Context: an optimization exercise on an open-source flow, tuned for small area. The choices shown serve that exercise and are no tape-out recipe. Only simulation tests tie the RTL to the original design; equivalence was not proved. No activity file was given, so power comes from the tool's default toggle rates.

$ cat run.sh
#!/bin/bash
# synth_recipe.tcl (not shown) runs the flow's synth.tcl, then flattens the netlist and writes it again
# the make line also repeats each setting of config.mk as NAME=value (left out here)
make -C /OpenROAD-flow-scripts/flow DESIGN_CONFIG=/design/flow/config.mk WORK_HOME=/design/flow/orfs CLKGATE_MAP_FILE= SYNTH_SCRIPT=/design/flow/synth_recipe.tcl finish
$ cat config.mk
export PLATFORM = sky130hd
export DESIGN_NAME = top_microwave
export DESIGN_NICKNAME = top_microwave
export VERILOG_FILES = /design/flow/design.v
export SDC_FILE = /design/flow/constraint.sdc
export NUM_CORES = 4
export LEC_CHECK = 0
export CAP_MARGIN = 20
export CORE_MARGIN = 2
export CORE_UTILIZATION = 40
export PLACE_DENSITY = 0.6
export SLEW_MARGIN = 20
$ cat constraint.sdc
create_clock -name core_clock -period 120.0 [get_ports {clk}]
set_input_delay 24.0000 -clock core_clock [delete_from_list [all_inputs] [get_ports {clk}]]
set_output_delay 24.0000 -clock core_clock [all_outputs]
set_load 0.01 [all_outputs]
$ cat design.v
`timescale 1ns / 1ps
module clock_divider(
    input clk,               
    input reset,             
    output reg clk_1hz       
);
    parameter COUNT_MAX = 5_000 - 1;       
    reg [12:0] counter;
    always @(posedge clk, posedge reset) begin
        if (reset) begin
            counter <= 0;
            clk_1hz <= 0;
        end else begin
            if (counter == COUNT_MAX) begin
                counter <= 0;               
                clk_1hz <= ~clk_1hz;        
            end else begin
                counter <= counter + 1;
            end
        end
    end
endmodule
`timescale 1ns / 1ps
module my_button_debounce(
    input i_clk,                 
    input i_reset,               
    input i_btn,                 
    output reg o_btn_stable,     
    output reg o_btn_pulse       
);
    parameter DEBOUNCE_TIME = 100;    
    reg [$clog2(DEBOUNCE_TIME)-1:0] counter;
    reg btn_prev;
    always @(posedge i_clk, posedge i_reset) begin
        if (i_reset) begin
            counter <= 0;        
            btn_prev <= 0;       
            o_btn_stable <= 0;   
            o_btn_pulse <= 0;    
        end
        else begin
            btn_prev <= o_btn_stable;
            if (i_btn == o_btn_stable) begin
                counter <= 0;
            end 
            else begin
                if (counter == DEBOUNCE_TIME - 1) begin
                    o_btn_stable <= i_btn;   
                    counter <= 0;            
                end 
                else begin
                    counter <= counter + 1;  
                end
            end
            o_btn_pulse <= (~btn_prev) & o_btn_stable;
        end
    end
endmodule
`timescale 1ns / 1ps
module timer_manager(
    input clk,               
    input clk_1hz,           
    input reset,             
    input add_10sec,         
    input add_1min,          
    input set_30sec,         
    input start_timer,       
    input pause_timer,       
    input resume_timer,      
    input clear_timer,       
    output reg [11:0] set_time_sec,      
    output reg [11:0] remaining_sec,     
    output reg timer_running,            
    output reg timer_paused,             
    output reg timer_completed           
);
    parameter MAX_TIME = 3600;           
    reg timer_active;
    reg clk_1hz_prev;
    wire second_pulse = clk_1hz & ~clk_1hz_prev;     
    always @(posedge clk, posedge reset) begin
        if (reset) begin
            clk_1hz_prev <= 0;
        end else begin
            clk_1hz_prev <= clk_1hz;            
        end
    end
    always @(posedge clk, posedge reset) begin
        if (reset) begin
            set_time_sec <= 0;
        end else if (clear_timer) begin
            set_time_sec <= 0;                  
        end else begin
            if (add_10sec && (set_time_sec + 10 <= MAX_TIME)) begin
                set_time_sec <= set_time_sec + 10;
            end
            else if (add_1min && (set_time_sec + 60 <= MAX_TIME)) begin
                set_time_sec <= set_time_sec + 60;
            end
            else if (set_30sec) begin
                set_time_sec <= 30;
            end
        end
    end
    always @(posedge clk, posedge reset) begin
        if (reset) begin
            remaining_sec <= 0;
            timer_running <= 0;
            timer_paused <= 0;
            timer_completed <= 0;
            timer_active <= 0;
        end else if (clear_timer) begin
            remaining_sec <= 0;
            timer_running <= 0;
            timer_paused <= 0;
            timer_completed <= 0;
            timer_active <= 0;
        end else begin
            if (start_timer && set_time_sec > 0 && !timer_active) begin
                remaining_sec <= set_time_sec;       
                timer_running <= 1;                  
                timer_paused <= 0;
                timer_completed <= 0;
                timer_active <= 1;                   
            end
            else if (pause_timer && timer_running) begin
                timer_running <= 0;                  
                timer_paused <= 1;                   
            end
            else if (resume_timer && timer_paused) begin
                timer_running <= 1;                  
                timer_paused <= 0;                   
            end
            else if (second_pulse && timer_running) begin
                if (remaining_sec > 0) begin
                    remaining_sec <= remaining_sec - 1;      
                end else begin
                    timer_running <= 0;
                    timer_paused <= 0;
                    timer_completed <= 1;            
                    timer_active <= 0;               
                end
            end
            else if (timer_paused) begin
                if (add_10sec && (remaining_sec + 10 <= MAX_TIME)) begin
                    remaining_sec <= remaining_sec + 10;     
                end else if (add_1min && (remaining_sec + 60 <= MAX_TIME)) begin
                    remaining_sec <= remaining_sec + 60;     
                end
            end
        end
    end
endmodule
`timescale 1ns / 1ps
module state_controller(
    input clk,                   
    input clk_1hz,               
    input reset,                 
    input btnC_pulse,            
    input btnU_pulse,            
    input btnR_pulse,            
    input btnL_stable,           
    input btnD_pulse,            
    input door_open,             
    input timer_completed,       
    input [11:0] set_time_sec,   
    input [11:0] remaining_sec,  
    output reg add_10sec,        
    output reg add_1min,         
    output reg set_30sec,        
    output reg start_timer,      
    output reg pause_timer,      
    output reg resume_timer,     
    output reg clear_timer,      
    output reg door_toggle,      
    output reg button_beep,      
    output reg completion_alarm, 
    output reg motor_enable,     
    output reg display_blink,    
    output reg idle_animation,   
    output reg [2:0] current_state,   
    output reg [13:0] display_data    
);
    parameter IDLE = 3'b000;         
    parameter SETTING = 3'b001;      
    parameter RUNNING = 3'b010;      
    parameter PAUSED = 3'b011;       
    parameter COMPLETE = 3'b100;     
    reg [2:0] state;
    reg [2:0] next_state;            
    reg [12:0] btnC_timer;
    reg btnC_first_click;
    reg btnC_double_click;
    parameter DOUBLE_CLICK_WINDOW = 5_000;  
    reg btnL_prev;
    wire btnL_edge = btnL_stable & ~btnL_prev;   
    reg [3:0] blink_count;
    reg [12:0] blink_timer;
    reg blink_state;
    reg completion_alarm_active;
    parameter BLINK_PERIOD = 5_000;  
    parameter MAX_BLINKS = 10;       
    always @(posedge clk, posedge reset) begin
        if (reset) begin
            state <= IDLE;               
            current_state <= IDLE;       
            btnL_prev <= 0;              
        end else begin
            state <= next_state;         
            current_state <= next_state;  
            btnL_prev <= btnL_stable;    
        end
    end
    always @(posedge clk, posedge reset) begin
        if (reset) begin
            btnC_timer <= 0;
            btnC_first_click <= 0;
            btnC_double_click <= 0;
        end else begin
            btnC_double_click <= 0;      
            if (btnC_pulse && state == IDLE && set_time_sec == 0) begin
                if (!btnC_first_click) begin
                    btnC_first_click <= 1;
                    btnC_timer <= 0;
                end else if (btnC_timer < DOUBLE_CLICK_WINDOW) begin
                    btnC_double_click <= 1;
                    btnC_first_click <= 0;
                    btnC_timer <= 0;
                end
            end else if (btnC_first_click) begin
                if (btnC_timer < DOUBLE_CLICK_WINDOW) begin
                    btnC_timer <= btnC_timer + 1;   
                end else begin
                    btnC_first_click <= 0;
                    btnC_timer <= 0;
                end
            end
        end
    end
    always @(posedge clk, posedge reset) begin
        if (reset) begin
            blink_count <= 0;
            blink_timer <= 0;
            blink_state <= 0;
            completion_alarm_active <= 0;
        end else if (state == COMPLETE) begin
            if (blink_count < MAX_BLINKS) begin
                if (blink_timer < BLINK_PERIOD - 1) begin
                    blink_timer <= blink_timer + 1;     
                end else begin
                    blink_timer <= 0;                   
                    blink_state <= ~blink_state;        
                    blink_count <= blink_count + 1;     
                    if (blink_count == 0) begin
                        completion_alarm_active <= 1;
                    end
                end
            end else begin
                completion_alarm_active <= 0;
            end
        end else begin
            blink_count <= 0;
            blink_timer <= 0;
            blink_state <= 0;
            completion_alarm_active <= 0;
        end
    end
    always @(*) begin
        next_state = state;          
        case (state)
            IDLE: begin
                if (btnD_pulse) begin
                    next_state = IDLE;       
                end else if (btnU_pulse || btnR_pulse) begin
                    next_state = SETTING;    
                end else if (btnC_pulse && set_time_sec == 0) begin
                    next_state = btnC_double_click ? RUNNING : SETTING;
                end else if (btnC_pulse && set_time_sec > 0 && !door_open) begin
                    next_state = RUNNING;    
                end
            end
            SETTING: begin
                if (btnD_pulse) begin
                    next_state = IDLE;       
                end else if (btnC_pulse && set_time_sec > 0 && !door_open) begin
                    next_state = RUNNING;    
                end
            end
            RUNNING: begin
                if (btnD_pulse) begin
                    next_state = IDLE;       
                end else if (btnC_pulse || door_open) begin
                    next_state = PAUSED;     
                end else if (timer_completed) begin
                    next_state = COMPLETE;   
                end
            end
            PAUSED: begin
                if (btnD_pulse) begin
                    next_state = IDLE;       
                end else if (btnC_pulse && !door_open) begin
                    next_state = RUNNING;    
                end
            end
            COMPLETE: begin
                if (btnD_pulse || (blink_count >= MAX_BLINKS)) begin
                    next_state = IDLE;       
                end
            end
            default: next_state = IDLE;  
        endcase
    end
    always @(posedge clk, posedge reset) begin
        if (reset) begin
            add_10sec <= 0; add_1min <= 0; set_30sec <= 0;
            start_timer <= 0; pause_timer <= 0; resume_timer <= 0; clear_timer <= 0;
            door_toggle <= 0; button_beep <= 0; completion_alarm <= 0;
            motor_enable <= 0; display_blink <= 1; idle_animation <= 0;
        end else begin
            add_10sec <= 0; add_1min <= 0; set_30sec <= 0;
            start_timer <= 0; pause_timer <= 0; resume_timer <= 0; clear_timer <= 0;
            door_toggle <= 0; button_beep <= 0; completion_alarm <= 0;
            display_blink <= (state == COMPLETE) ? blink_state : 1'b1;   
            motor_enable <= (state == RUNNING) ? 1'b1 : 1'b0;            
            idle_animation <= (state == IDLE && set_time_sec == 0) ? 1'b1 : 1'b0;  
            completion_alarm <= completion_alarm_active;                  
            if (btnU_pulse) begin
                button_beep <= 1;            
                if (state == SETTING || state == PAUSED) begin
                    add_10sec <= 1;          
                end
            end
            if (btnR_pulse) begin
                button_beep <= 1;
                if (state == SETTING || state == PAUSED) begin
                    add_1min <= 1;
                end
            end
            door_toggle <= btnL_stable;      
            if (btnL_stable) begin
                button_beep <= 1;            
            end
            if (btnD_pulse) begin
                button_beep <= 1;
                clear_timer <= 1;            
            end
            if (btnC_pulse) begin
                button_beep <= 1;
                case (state)
                    IDLE: begin
                        if (set_time_sec == 0) begin
                            set_30sec <= 1;         
                            if (btnC_double_click) begin
                                start_timer <= 1;    
                            end
                        end else if (!door_open) begin
                            start_timer <= 1;       
                        end
                    end
                    SETTING: begin
                        if (set_time_sec > 0 && !door_open) begin
                            start_timer <= 1;       
                        end
                    end
                    RUNNING: begin
                        pause_timer <= 1;           
                    end
                    PAUSED: begin
                        if (!door_open) begin
                            resume_timer <= 1;      
                        end
                    end
                endcase
            end
            if (state == RUNNING && door_open) begin
                pause_timer <= 1;                
            end
        end
    end
    always @(*) begin
        case (state)
            IDLE:    display_data = 14'd0;           
            SETTING: display_data = set_time_sec;    
            RUNNING, PAUSED: display_data = remaining_sec;  
            COMPLETE: display_data = 14'd0;          
            default: display_data = 14'd0;           
        endcase
    end
endmodule
`timescale 1ns / 1ps
module fnd_controller(
    input clk,                   
    input reset,                 
    input [13:0] input_data,     
    input idle_animation,        
    output [7:0] seg_data,       
    output [3:0] an              
    );
    wire [1:0] w_sel;            
    wire [3:0] w_d1, w_d10, w_d100, w_d1000;   
    reg [12:0] animation_counter;
    reg [2:0] animation_pattern;
    reg [7:0] animation_seg_reg;         
    reg [3:0] animation_an_reg;          
    parameter ANIMATION_SPEED = 6_700;  
    fnd_digit_select u_fnd_digit_select(
        .clk(clk),
        .reset(reset),
        .sel(w_sel)              
    );
    bin2bcd u_bin2bcd(
        .in_data(input_data),    
        .d1(w_d1),               
        .d10(w_d10),             
        .d100(w_d100),           
        .d1000(w_d1000)          
    );
    wire [7:0] normal_seg_data;
    wire [3:0] normal_an;
    fnd_display u_fnd_display(
        .digit_sel(w_sel),       
        .d1(w_d1),               
        .d10(w_d10),             
        .d100(w_d100),           
        .d1000(w_d1000),         
        .an(normal_an),          
        .seg(normal_seg_data)    
    );
    always @(posedge clk, posedge reset) begin
        if (reset) begin
            animation_counter <= 0;
            animation_pattern <= 0;
        end else if (idle_animation) begin
            if (animation_counter < ANIMATION_SPEED - 1) begin
                animation_counter <= animation_counter + 1;
            end else begin
                animation_counter <= 0;
                if (animation_pattern < 5) begin
                    animation_pattern <= animation_pattern + 1;
                end else begin
                    animation_pattern <= 0;
                end
            end
        end else begin
            animation_counter <= 0;
            animation_pattern <= 0;
        end
    end
    always @(*) begin
        animation_seg_reg = 8'b11111111;   
        animation_an_reg = 4'b1111;        
        if (idle_animation) begin
            case (animation_pattern)
                3'd0: animation_seg_reg = 8'b11111110;   
                3'd1: animation_seg_reg = 8'b11111101;   
                3'd2: animation_seg_reg = 8'b11111011;   
                3'd3: animation_seg_reg = 8'b11110111;   
                3'd4: animation_seg_reg = 8'b11101111;   
                3'd5: animation_seg_reg = 8'b11011111;   
                default: animation_seg_reg = 8'b11111111;  
            endcase
            animation_an_reg = 4'b0000;   
        end
    end
    assign seg_data = idle_animation ? animation_seg_reg : normal_seg_data;
    assign an = idle_animation ? animation_an_reg : normal_an;
endmodule
module fnd_digit_select(
    input clk,                   
    input reset,                 
    output reg [1:0] sel         
    );
    reg [3:0] r_1ms_counter;
    reg [1:0] r_digit_sel;
    always @(posedge clk, posedge reset) begin
        if (reset) begin
            r_1ms_counter <= 0;
            r_digit_sel <= 0;
            sel <= 0;
        end else begin
            if (r_1ms_counter == 10 - 1) begin  
                r_1ms_counter <= 0;
                r_digit_sel <= r_digit_sel + 1;     
                sel <= r_digit_sel;
            end else begin
                r_1ms_counter <= r_1ms_counter + 1;
            end
        end
    end
endmodule
module bin2bcd(
    input [13:0] in_data,        
    output [3:0] d1,             
    output [3:0] d10,            
    output [3:0] d100,           
    output [3:0] d1000           
);
    assign d1 = in_data % 10;            
    assign d10 = (in_data / 10) % 10;    
    assign d100 = (in_data / 100) % 10;  
    assign d1000 = (in_data / 1000) % 10;  
endmodule
module fnd_display(
    input [1:0] digit_sel,       
    input [3:0] d1,              
    input [3:0] d10,             
    input [3:0] d100,            
    input [3:0] d1000,           
    output reg [3:0] an,         
    output reg [7:0] seg         
);
    reg [3:0] bcd_data;          
    always @(*) begin
        case (digit_sel)
            2'b00: begin bcd_data = d1; an = 4'b1110; end       
            2'b01: begin bcd_data = d10; an = 4'b1101; end      
            2'b10: begin bcd_data = d100; an = 4'b1011; end     
            2'b11: begin bcd_data = d1000; an = 4'b0111; end    
            default: begin bcd_data = 4'b0000; an = 4'b1111; end  
        endcase
    end
    always @(*) begin
        case (bcd_data)
            4'd0: seg = 8'b11000000;     
            4'd1: seg = 8'b11111001;     
            4'd2: seg = 8'b10100100;     
            4'd3: seg = 8'b10110000;     
            4'd4: seg = 8'b10011001;     
            4'd5: seg = 8'b10010010;     
            4'd6: seg = 8'b10000010;     
            4'd7: seg = 8'b11111000;     
            4'd8: seg = 8'b10000000;     
            4'd9: seg = 8'b10010000;     
            default: seg = 8'b11111111;  
        endcase
    end
endmodule
`timescale 1ns / 1ps
module servo_controller(
    input clk,               
    input reset,             
    input door_toggle,       
    output reg servo,        
    output reg door_open     
);
    parameter PWM_PERIOD = 200;       
    parameter PULSE_0_DEG = 5;        
    parameter PULSE_90_DEG = 25;      
    reg [7:0] pwm_counter;
    reg [4:0] pulse_width;
    reg door_toggle_prev;
    reg door_toggle_stable;
    reg [2:0] toggle_counter;
    wire door_toggle_edge = door_toggle_stable & ~door_toggle_prev;
    always @(posedge clk, posedge reset) begin
        if (reset) begin
            door_toggle_stable <= 0;
            toggle_counter <= 0;
        end else begin
            if (door_toggle == door_toggle_stable) begin
                toggle_counter <= 0;
            end else begin
                toggle_counter <= toggle_counter + 1;
                if (toggle_counter == 3'h7) begin   
                    door_toggle_stable <= door_toggle;
                    toggle_counter <= 0;
                end
            end
        end
    end
    always @(posedge clk, posedge reset) begin
        if (reset) begin
            door_toggle_prev <= 0;
        end else begin
            door_toggle_prev <= door_toggle_stable;
        end
    end
    always @(posedge clk, posedge reset) begin
        if (reset) begin
            door_open <= 0;
            pulse_width <= PULSE_0_DEG;   
        end else if (door_toggle_edge) begin   
            door_open <= ~door_open;
            if (door_open == 0) begin   
                pulse_width <= PULSE_90_DEG;
            end else begin              
                pulse_width <= PULSE_0_DEG;
            end
        end
    end
    always @(posedge clk, posedge reset) begin
        if (reset) begin
            pwm_counter <= 0;
            servo <= 0;
        end else begin
            if (pwm_counter < PWM_PERIOD - 1) begin
                pwm_counter <= pwm_counter + 1;
            end else begin
                pwm_counter <= 0;
            end
            servo <= (pwm_counter < pulse_width) ? 1'b1 : 1'b0;
        end
    end
endmodule
`timescale 1ns / 1ps
module buzzer_controller(
    input clk,               
    input reset,             
    input button_pressed,    
    input completion_alarm,  
    output reg buzzer        
);
    parameter BUTTON_FREQ_COUNT = 5;       
    parameter ALARM_FREQ_COUNT = 6;        
    parameter BUTTON_DURATION = 1_000;     
    parameter ALARM_DURATION = 10_000;     
    reg [2:0] freq_counter;
    reg [13:0] duration_counter;
    reg [2:0] current_freq_count;
    reg [13:0] current_duration;
    reg buzzer_active;
    reg buzzer_tone;
    always @(posedge clk, posedge reset) begin
        if (reset) begin
            buzzer_active <= 0;
            current_freq_count <= 0;
            current_duration <= 0;
            duration_counter <= 0;
        end else begin
            if (button_pressed && !buzzer_active) begin
                buzzer_active <= 1;
                current_freq_count <= BUTTON_FREQ_COUNT;
                current_duration <= BUTTON_DURATION;
                duration_counter <= 0;
            end
            else if (completion_alarm && !buzzer_active) begin
                buzzer_active <= 1;
                current_freq_count <= ALARM_FREQ_COUNT;
                current_duration <= ALARM_DURATION;
                duration_counter <= 0;
            end
            else if (buzzer_active) begin
                if (duration_counter < current_duration - 1) begin
                    duration_counter <= duration_counter + 1;
                end else begin
                    buzzer_active <= 0;   
                    duration_counter <= 0;
                end
            end
        end
    end
    always @(posedge clk, posedge reset) begin
        if (reset) begin
            freq_counter <= 0;
            buzzer_tone <= 0;
        end else if (buzzer_active) begin
            if (freq_counter < current_freq_count - 1) begin
                freq_counter <= freq_counter + 1;
            end else begin
                freq_counter <= 0;
                buzzer_tone <= ~buzzer_tone;   
            end
        end else begin
            freq_counter <= 0;
            buzzer_tone <= 0;
        end
    end
    always @(*) begin
        buzzer = buzzer_active ? buzzer_tone : 1'b0;
    end
endmodule
`timescale 1ns / 1ps
module simple_dcmotor(
    input clk,                   
    input reset,                 
    input motor_enable,          
    output PWM_OUT,              
    output [1:0] in1_in2         
);
    reg [3:0] r_DUTY_CYCLE;
    reg [3:0] r_counter_PWM;
    always @(posedge clk, posedge reset) begin
        if (reset) begin
            r_DUTY_CYCLE <= 5;   
        end else begin
            if (motor_enable) begin
                r_DUTY_CYCLE <= 4'd3;   
            end else begin
                r_DUTY_CYCLE <= 4'd0;    
            end
        end
    end
    always @(posedge clk, posedge reset) begin
        if (reset) begin
            r_counter_PWM <= 0;
        end else begin
            r_counter_PWM <= r_counter_PWM + 1;
            if (r_counter_PWM >= 9) begin
                r_counter_PWM <= 0;
            end
        end
    end
    assign PWM_OUT = r_counter_PWM < r_DUTY_CYCLE ? 1'b1 : 1'b0;
    assign in1_in2[0] = motor_enable ? 1'b1 : 1'b0;   
    assign in1_in2[1] = 1'b0;                          
endmodule
`timescale 1ns / 1ps
module top_microwave(
    input clk,               
    input reset,             
    input btnC,              
    input btnU,              
    input btnR,              
    input btnL,              
    input btnD,              
    output [7:0] seg,        
    output [3:0] an,         
    output PWM_OUT,          
    output [1:0] in1_in2,    
    output servo,            
    output buzzer,           
    output [15:0] led        
);
    wire w_clk_1hz;                          
    wire w_btnC_stable, w_btnC_pulse;        
    wire w_btnU_stable, w_btnU_pulse;        
    wire w_btnR_stable, w_btnR_pulse;        
    wire w_btnL_stable, w_btnL_pulse;        
    wire w_btnD_stable, w_btnD_pulse;        
    wire w_add_10sec, w_add_1min, w_set_30sec;       
    wire w_start_timer, w_pause_timer, w_resume_timer, w_clear_timer;  
    wire w_door_toggle;                      
    wire w_button_beep, w_completion_alarm;  
    wire w_motor_enable;                     
    wire w_display_blink, w_idle_animation;  
    wire [2:0] w_current_state;              
    wire [13:0] w_display_data;              
    wire [11:0] w_set_time_sec, w_remaining_sec;     
    wire w_timer_running, w_timer_paused, w_timer_completed;  
    wire w_door_open;                        
    clock_divider u_clock_divider(
        .clk(clk),
        .reset(reset),
        .clk_1hz(w_clk_1hz)                  
    );
    my_button_debounce u_btnC_debounce(
        .i_clk(clk), .i_reset(reset), .i_btn(btnC),
        .o_btn_stable(w_btnC_stable), .o_btn_pulse(w_btnC_pulse)
    );
    my_button_debounce u_btnU_debounce(
        .i_clk(clk), .i_reset(reset), .i_btn(btnU),
        .o_btn_stable(w_btnU_stable), .o_btn_pulse(w_btnU_pulse)
    );
    my_button_debounce u_btnR_debounce(
        .i_clk(clk), .i_reset(reset), .i_btn(btnR),
        .o_btn_stable(w_btnR_stable), .o_btn_pulse(w_btnR_pulse)
    );
    my_button_debounce u_btnL_debounce(
        .i_clk(clk), .i_reset(reset), .i_btn(btnL),
        .o_btn_stable(w_btnL_stable), .o_btn_pulse(w_btnL_pulse)
    );
    my_button_debounce u_btnD_debounce(
        .i_clk(clk), .i_reset(reset), .i_btn(btnD),
        .o_btn_stable(w_btnD_stable), .o_btn_pulse(w_btnD_pulse)
    );
    timer_manager u_timer_manager(
        .clk(clk), .clk_1hz(w_clk_1hz), .reset(reset),
        .add_10sec(w_add_10sec), .add_1min(w_add_1min), .set_30sec(w_set_30sec),
        .start_timer(w_start_timer), .pause_timer(w_pause_timer),
        .resume_timer(w_resume_timer), .clear_timer(w_clear_timer),
        .set_time_sec(w_set_time_sec), .remaining_sec(w_remaining_sec),
        .timer_running(w_timer_running), .timer_paused(w_timer_paused),
        .timer_completed(w_timer_completed)
    );
    state_controller u_state_controller(
        .clk(clk), .clk_1hz(w_clk_1hz), .reset(reset),
        .btnC_pulse(w_btnC_pulse), .btnU_pulse(w_btnU_pulse),
        .btnR_pulse(w_btnR_pulse), .btnL_stable(w_btnL_stable),
        .btnD_pulse(w_btnD_pulse),
        .door_open(w_door_open), .timer_completed(w_timer_completed),
        .set_time_sec(w_set_time_sec), .remaining_sec(w_remaining_sec),
        .add_10sec(w_add_10sec), .add_1min(w_add_1min), .set_30sec(w_set_30sec),
        .start_timer(w_start_timer), .pause_timer(w_pause_timer),
        .resume_timer(w_resume_timer), .clear_timer(w_clear_timer),
        .door_toggle(w_door_toggle), .button_beep(w_button_beep),
        .completion_alarm(w_completion_alarm), .motor_enable(w_motor_enable),
        .display_blink(w_display_blink), .idle_animation(w_idle_animation),
        .current_state(w_current_state), .display_data(w_display_data)
    );
    wire [13:0] final_display_data;
    assign final_display_data = w_display_blink ? w_display_data : 14'd0;
    fnd_controller u_fnd_controller(
        .clk(clk), .reset(reset),
        .input_data(final_display_data),         
        .idle_animation(w_idle_animation),       
        .seg_data(seg), .an(an)                  
    );
    servo_controller u_servo_controller(
        .clk(clk), .reset(reset),
        .door_toggle(w_door_toggle),             
        .servo(servo),                           
        .door_open(w_door_open)                  
    );
    buzzer_controller u_buzzer_controller(
        .clk(clk), .reset(reset),
        .button_pressed(w_button_beep),          
        .completion_alarm(w_completion_alarm),   
        .buzzer(buzzer)                          
    );
    simple_dcmotor u_simple_dcmotor(
        .clk(clk), .reset(reset),
        .motor_enable(w_motor_enable),           
        .PWM_OUT(PWM_OUT), .in1_in2(in1_in2)    
    );
    assign led[0] = w_btnL_stable;               
    assign led[1] = 1'b0;                        
    assign led[2] = w_door_toggle;               
    assign led[3] = w_door_open;                 
    assign led[6:4] = w_current_state;           
    assign led[7] = w_timer_running;             
    assign led[8] = w_motor_enable;              
    assign led[15:9] = w_remaining_sec[6:0];     
endmodule
==> summary.txt <==
Critical path
  • Worst Setup End Kind: output pin
  • Critical path launch point: u_fnd_controller.u_fnd_digit_select.sel[1]
  • Worst stage delay on the critical path: 0.89 ns
  • Endpoint of the most critical setup path: seg[4]
  • Reg-to-reg startpoint: u_timer_manager.remaining_sec[3]
  • Minimum setup slack among reg-to-reg paths: 116.02 ns
  • Category of the critical setup timing path: register to output pin
  • Library cell appearing most often on the critical path: sky130_fd_sc_hd__ha_1
  • Number of cells on the worst reg-to-reg path: 19
  • Required arrival time at the worst endpoint: 96.00 ns
  • Worst reg2reg path endpoint: u_timer_manager.remaining_sec[8]
  • Crit path max fanout: 49
  • Cell with the largest stage delay on the worst path: sky130_fd_sc_hd__a2111oi_0
  • Startpoint type of the worst setup path: register
  • Data arrival time of the worst path: 77.16 ns

STA
  • Setup TNS: 0 ns
  • RSZ-0062 raised after global routing: no
  • Highest achievable clock rate: 9.885 MHz
  • Final count of negative-setup-slack endpoints: 0
  • Final Critical Period: 101.16 ns
  • Share of the clock period used by the worst path: 0.8430
  • Transition time at the pin with the least slew margin: 1.164 ns
  • Slew headroom: 0.2177
  • Clock Skew: 0.01335 ns
  • Total count of hold-check failures in the final report: 0
  • Slew Viols, Final: 0

Synthesis
  • Post-synth EDFFs: 0
  • FF+latch count, synth: 209
  • Top FF cell, synth: sky130_fd_sc_hd__dfrtp_1
  • Top cell type by total area after synthesis: sky130_fd_sc_hd__dfrtp_1
  • Async set or reset register ratio after synthesis: 1.000
  • Ys Warns: 10
  • Cell types occupying the most area after synthesis: sky130_fd_sc_hd__dfrtp_1 (15%), sky130_fd_sc_hd__ha_1 (10%), sky130_fd_sc_hd__nor2_1 (6.3%), sky130_fd_sc_hd__nand2_1 (5.3%), sky130_fd_sc_hd__xnor2_1 (4.9%)
  • Share of the synthesized area in the top cell type: 0.1495
  • Sequential share of the synthesized area: 0.1526
  • Average footprint of a synthesized cell: 7.339 um^2
  • Mapped Cells: 4,674
  • Cell area after technology mapping: 0.03430 mm^2
  • Unique cell type count in the Yosys netlist: 143

Floorplanning
  • Core outline area: 0.08501 mm^2
  • Placement row count: 107
  • Initial core utilization: 0.4035
  • Die height: 296.8 um
  • Total I/O pin count: 40
  • Die footprint: 0.08812 mm^2
  • Overall die width: 296.8 um

Clock tree
  • Number of levels the H-tree was split into: 1
  • Maximum count of clock buffers along a single path: 3
  • Cts bufs inserted: 25
  • Root buffer cell: sky130_fd_sc_hd__clkbuf_16
  • CTS resizes: 0
  • Post-CTS setup repair buffer count: 0
  • Number of clock sinks: 209
  • CTS tree: built
  • Clock input transition at the sequential cells of the worst setup and hold paths: 0.06 ns
  • Clock insertion delay at the later pin of the skew report: 0.55 ns
  • Number of buffers added to fix hold violations after cts: 0

Routing
  • Iteration count of the initial detailed-routing pass: 8
  • Wirelength per Cell: 17.63 um
  • DR vias: 35,110
  • Wirelength, routed: 102,300 um
  • ANT nets after route: 0
  • Number of violations reported at the end of detailed-routing iteration 0: 3,145
  • Vias/cell: 6.051
  • DRC violation count after routing: 0

Power
  • Power density over the cells: 7.692 mW/mm^2
  • Post-layout power: 280.5 uW
  • Maximum vdd drop: 9.350 uV
  • Lkg Pwr: 16.17 nW

Place
  • GP Congestion: 0.9538
  • Estimated wirelength of the detail-placed design: 79,800 um
  • Number of port buffers: 36

GRT
  • Wire length of the first global-routing pass: 165,400 um
  • GRT Total Usage: 0.2198
  • Antenna violations before repair: 0
  • Overflow after GRT: 0
  • Pin count of the biggest net entering global routing: 94
  • Number of global-route vias before repair: 31,650

Cells and area
  • Number of nets in the finished design: 4,929
  • Area delta synth->final: 6.310%
  • Core Util, Final: 0.4290
  • Fraction of layout cells with a size suffix above 1: 0.06569
  • Most frequent cells in the layout: sky130_fd_sc_hd__nor2_1 (572), sky130_fd_sc_hd__nand2_1 (486), sky130_fd_sc_hd__a21oi_1 (321)
  • Commonest non-fill, non-tap cell in the layout: sky130_fd_sc_hd__nor2_1

Status
  • Status: complete, no violations

Hold path
  • Tightest Hold Check Type: register to register
  • Min-Delay Startpoint: u_btnR_debounce.btn_prev

Job
  • Number of maximum-capacitance constraint violations: 0
-- cell usage after synthesis, drive strengths merged, types with 39 or more instances --
master	number
and2	59
nor2	579
nor3	143
mux2	39
and3	62
inv	146
nand2b	72
ha	283
o31ai	56
nand4	55
clkbuf	77
o21ai	329
or2	52
a211oi	53
xnor2	193
or3	55
nor4	47
nand3	169
o211ai	57
nand2	492
dfrtp	205
xor2	116
a21oi	327
buf	67
a21o	81
nor2b	74
o21a	76
mux2i	60
a31oi	67
-- cell type report --
class                      instances  area [um^2]
antenna                            1        2.502
clock inverter                    13        138.9
inverter                         146        556.8
multi-input combinational       4198        27890
timing repair buffer              59        530.5
fill                            8619        48550
sequential                       209         5236
clock buffer                      33        685.7
tap                             1144         1431
-- report_power, final --
part | internal (mW) | switching, mW
Combinational | 0.0434 | 0.0660
Sequential | 0.0789 | 0.0164
Clock | 0.0433 | 0.0326
Total | 0.166 | 0.115
-- worst min-delay path by stage --
stage                                               end  slack [ns]  cells past startpoint
floorplan           u_state_controller.completion_alarm        0.35                      0
global placement            u_btnR_debounce.o_btn_pulse        0.38                      1
detailed placement          u_btnR_debounce.o_btn_pulse        0.38                      1
CTS                         u_btnR_debounce.o_btn_pulse        0.39                      1
global route                u_btnR_debounce.o_btn_pulse        0.40                      1
finish                      u_btnR_debounce.o_btn_pulse        0.39                      1
-- layer usage --
metal / share of wire / track usage / up-vias / wire, um
li1: - / - / 17370 / -
met4: 0.020 / 0.04629 / 0 / 2027
met5: 0 / 0 / - / 0
met3: 0.056 / 0.02165 / 141 / 5745
met1: 0.47 / 0.3109 / 16550 / 48490
met2: 0.45 / 0.3608 / 1061 / 46040
-- per-stage QoR --
step | cell area [um^2] | instances | setup WS [ns] | hold slack [ns]
after floorplan | 34390 | 4697 | 32.39 | 0.3541
after global placement | 35630 | 5755 | 22.32 | 0.3827
after detailed placement | 35630 | 5755 | 20.44 | 0.3841
after CTS | 36450 | 5801 | 19.51 | 0.3909
final | 36470 | 5803 | 18.84 | 0.3887
after global routing | 36470 | 5802 | 12.28 | 0.4036
-- worst max-delay path: cells and delay by family, from the launching register on --
family                     cells  cell delay [ns]
DFF                            1             0.33
adders and majority gates     30            10.50
muxes                         10             3.23
AOI/OAI and AO/OA            122            29.01
xor gates and xnor gates       1             0.27
and+or+nand+nor              111            31.35
buffers and inverters          9             1.76
-- cell families (layout without fill, tap and decap cells) --
| family | after synthesis | in the layout | share of synthesized area |
|---|---|---|---|
| other cells | 2 | 26 | 0.0002189 |
| fa+ha+maj | 288 | 288 | 0.1047 |
| buf+inv | 290 | 251 | 0.03761 |
| compound gates | 1469 | 1469 | 0.2996 |
| simple gates | 2008 | 2008 | 0.2954 |
| xor+xnor | 309 | 309 | 0.07911 |
| mux | 99 | 99 | 0.03075 |
| flops | 209 | 209 | 0.1526 |
-- sequential cells by signal (all words and copies together), names as in the netlist, 4 cells and up --
| name | count |
|---|---|
| u_buzzer_controller.duration_counter | 14 |
| u_clock_divider.counter | 13 |
| u_fnd_controller.animation_counter | 13 |
| u_state_controller.blink_timer | 13 |
| u_state_controller.btnC_timer | 13 |
| u_timer_manager.remaining_sec | 12 |
| u_timer_manager.set_time_sec | 11 |
| u_servo_controller.pwm_counter | 8 |
| u_btnC_debounce.counter | 7 |
| u_btnD_debounce.counter | 7 |
| u_btnL_debounce.counter | 7 |
| u_btnR_debounce.counter | 7 |
| u_btnU_debounce.counter | 7 |
| u_fnd_controller.u_fnd_digit_select.r_1ms_counter | 4 |
| u_simple_dcmotor.r_counter_PWM | 4 |
| u_state_controller.blink_count | 4 |

afterwards: timing with drivers on the ports:
The flow's constraints put no driver on any port. The routed layout listed below was extracted and timed again, unchanged, in two steps. Step 1, drivers: a clkbuf_16 drives clk and a buf_2 each remaining input, both assumed. Step 2, shift: input delay + t, output delay - t, t = (earliest + latest rising clock arrival at the registers) / 2. This alone moves slack from input paths to output paths. a / b / c = ideal / step 1 / step 2; a / b = the first two.
shift t [ns]: 0.609
setup WS [ns]: 18.839 / 18.778 / 19.386
worst data-port slew with drivers (ns): 0.03
After both steps this run still meets setup and hold. For this run, drivers alone change the setup slack by -0.061 ns; drivers and shift together by +0.547 ns.
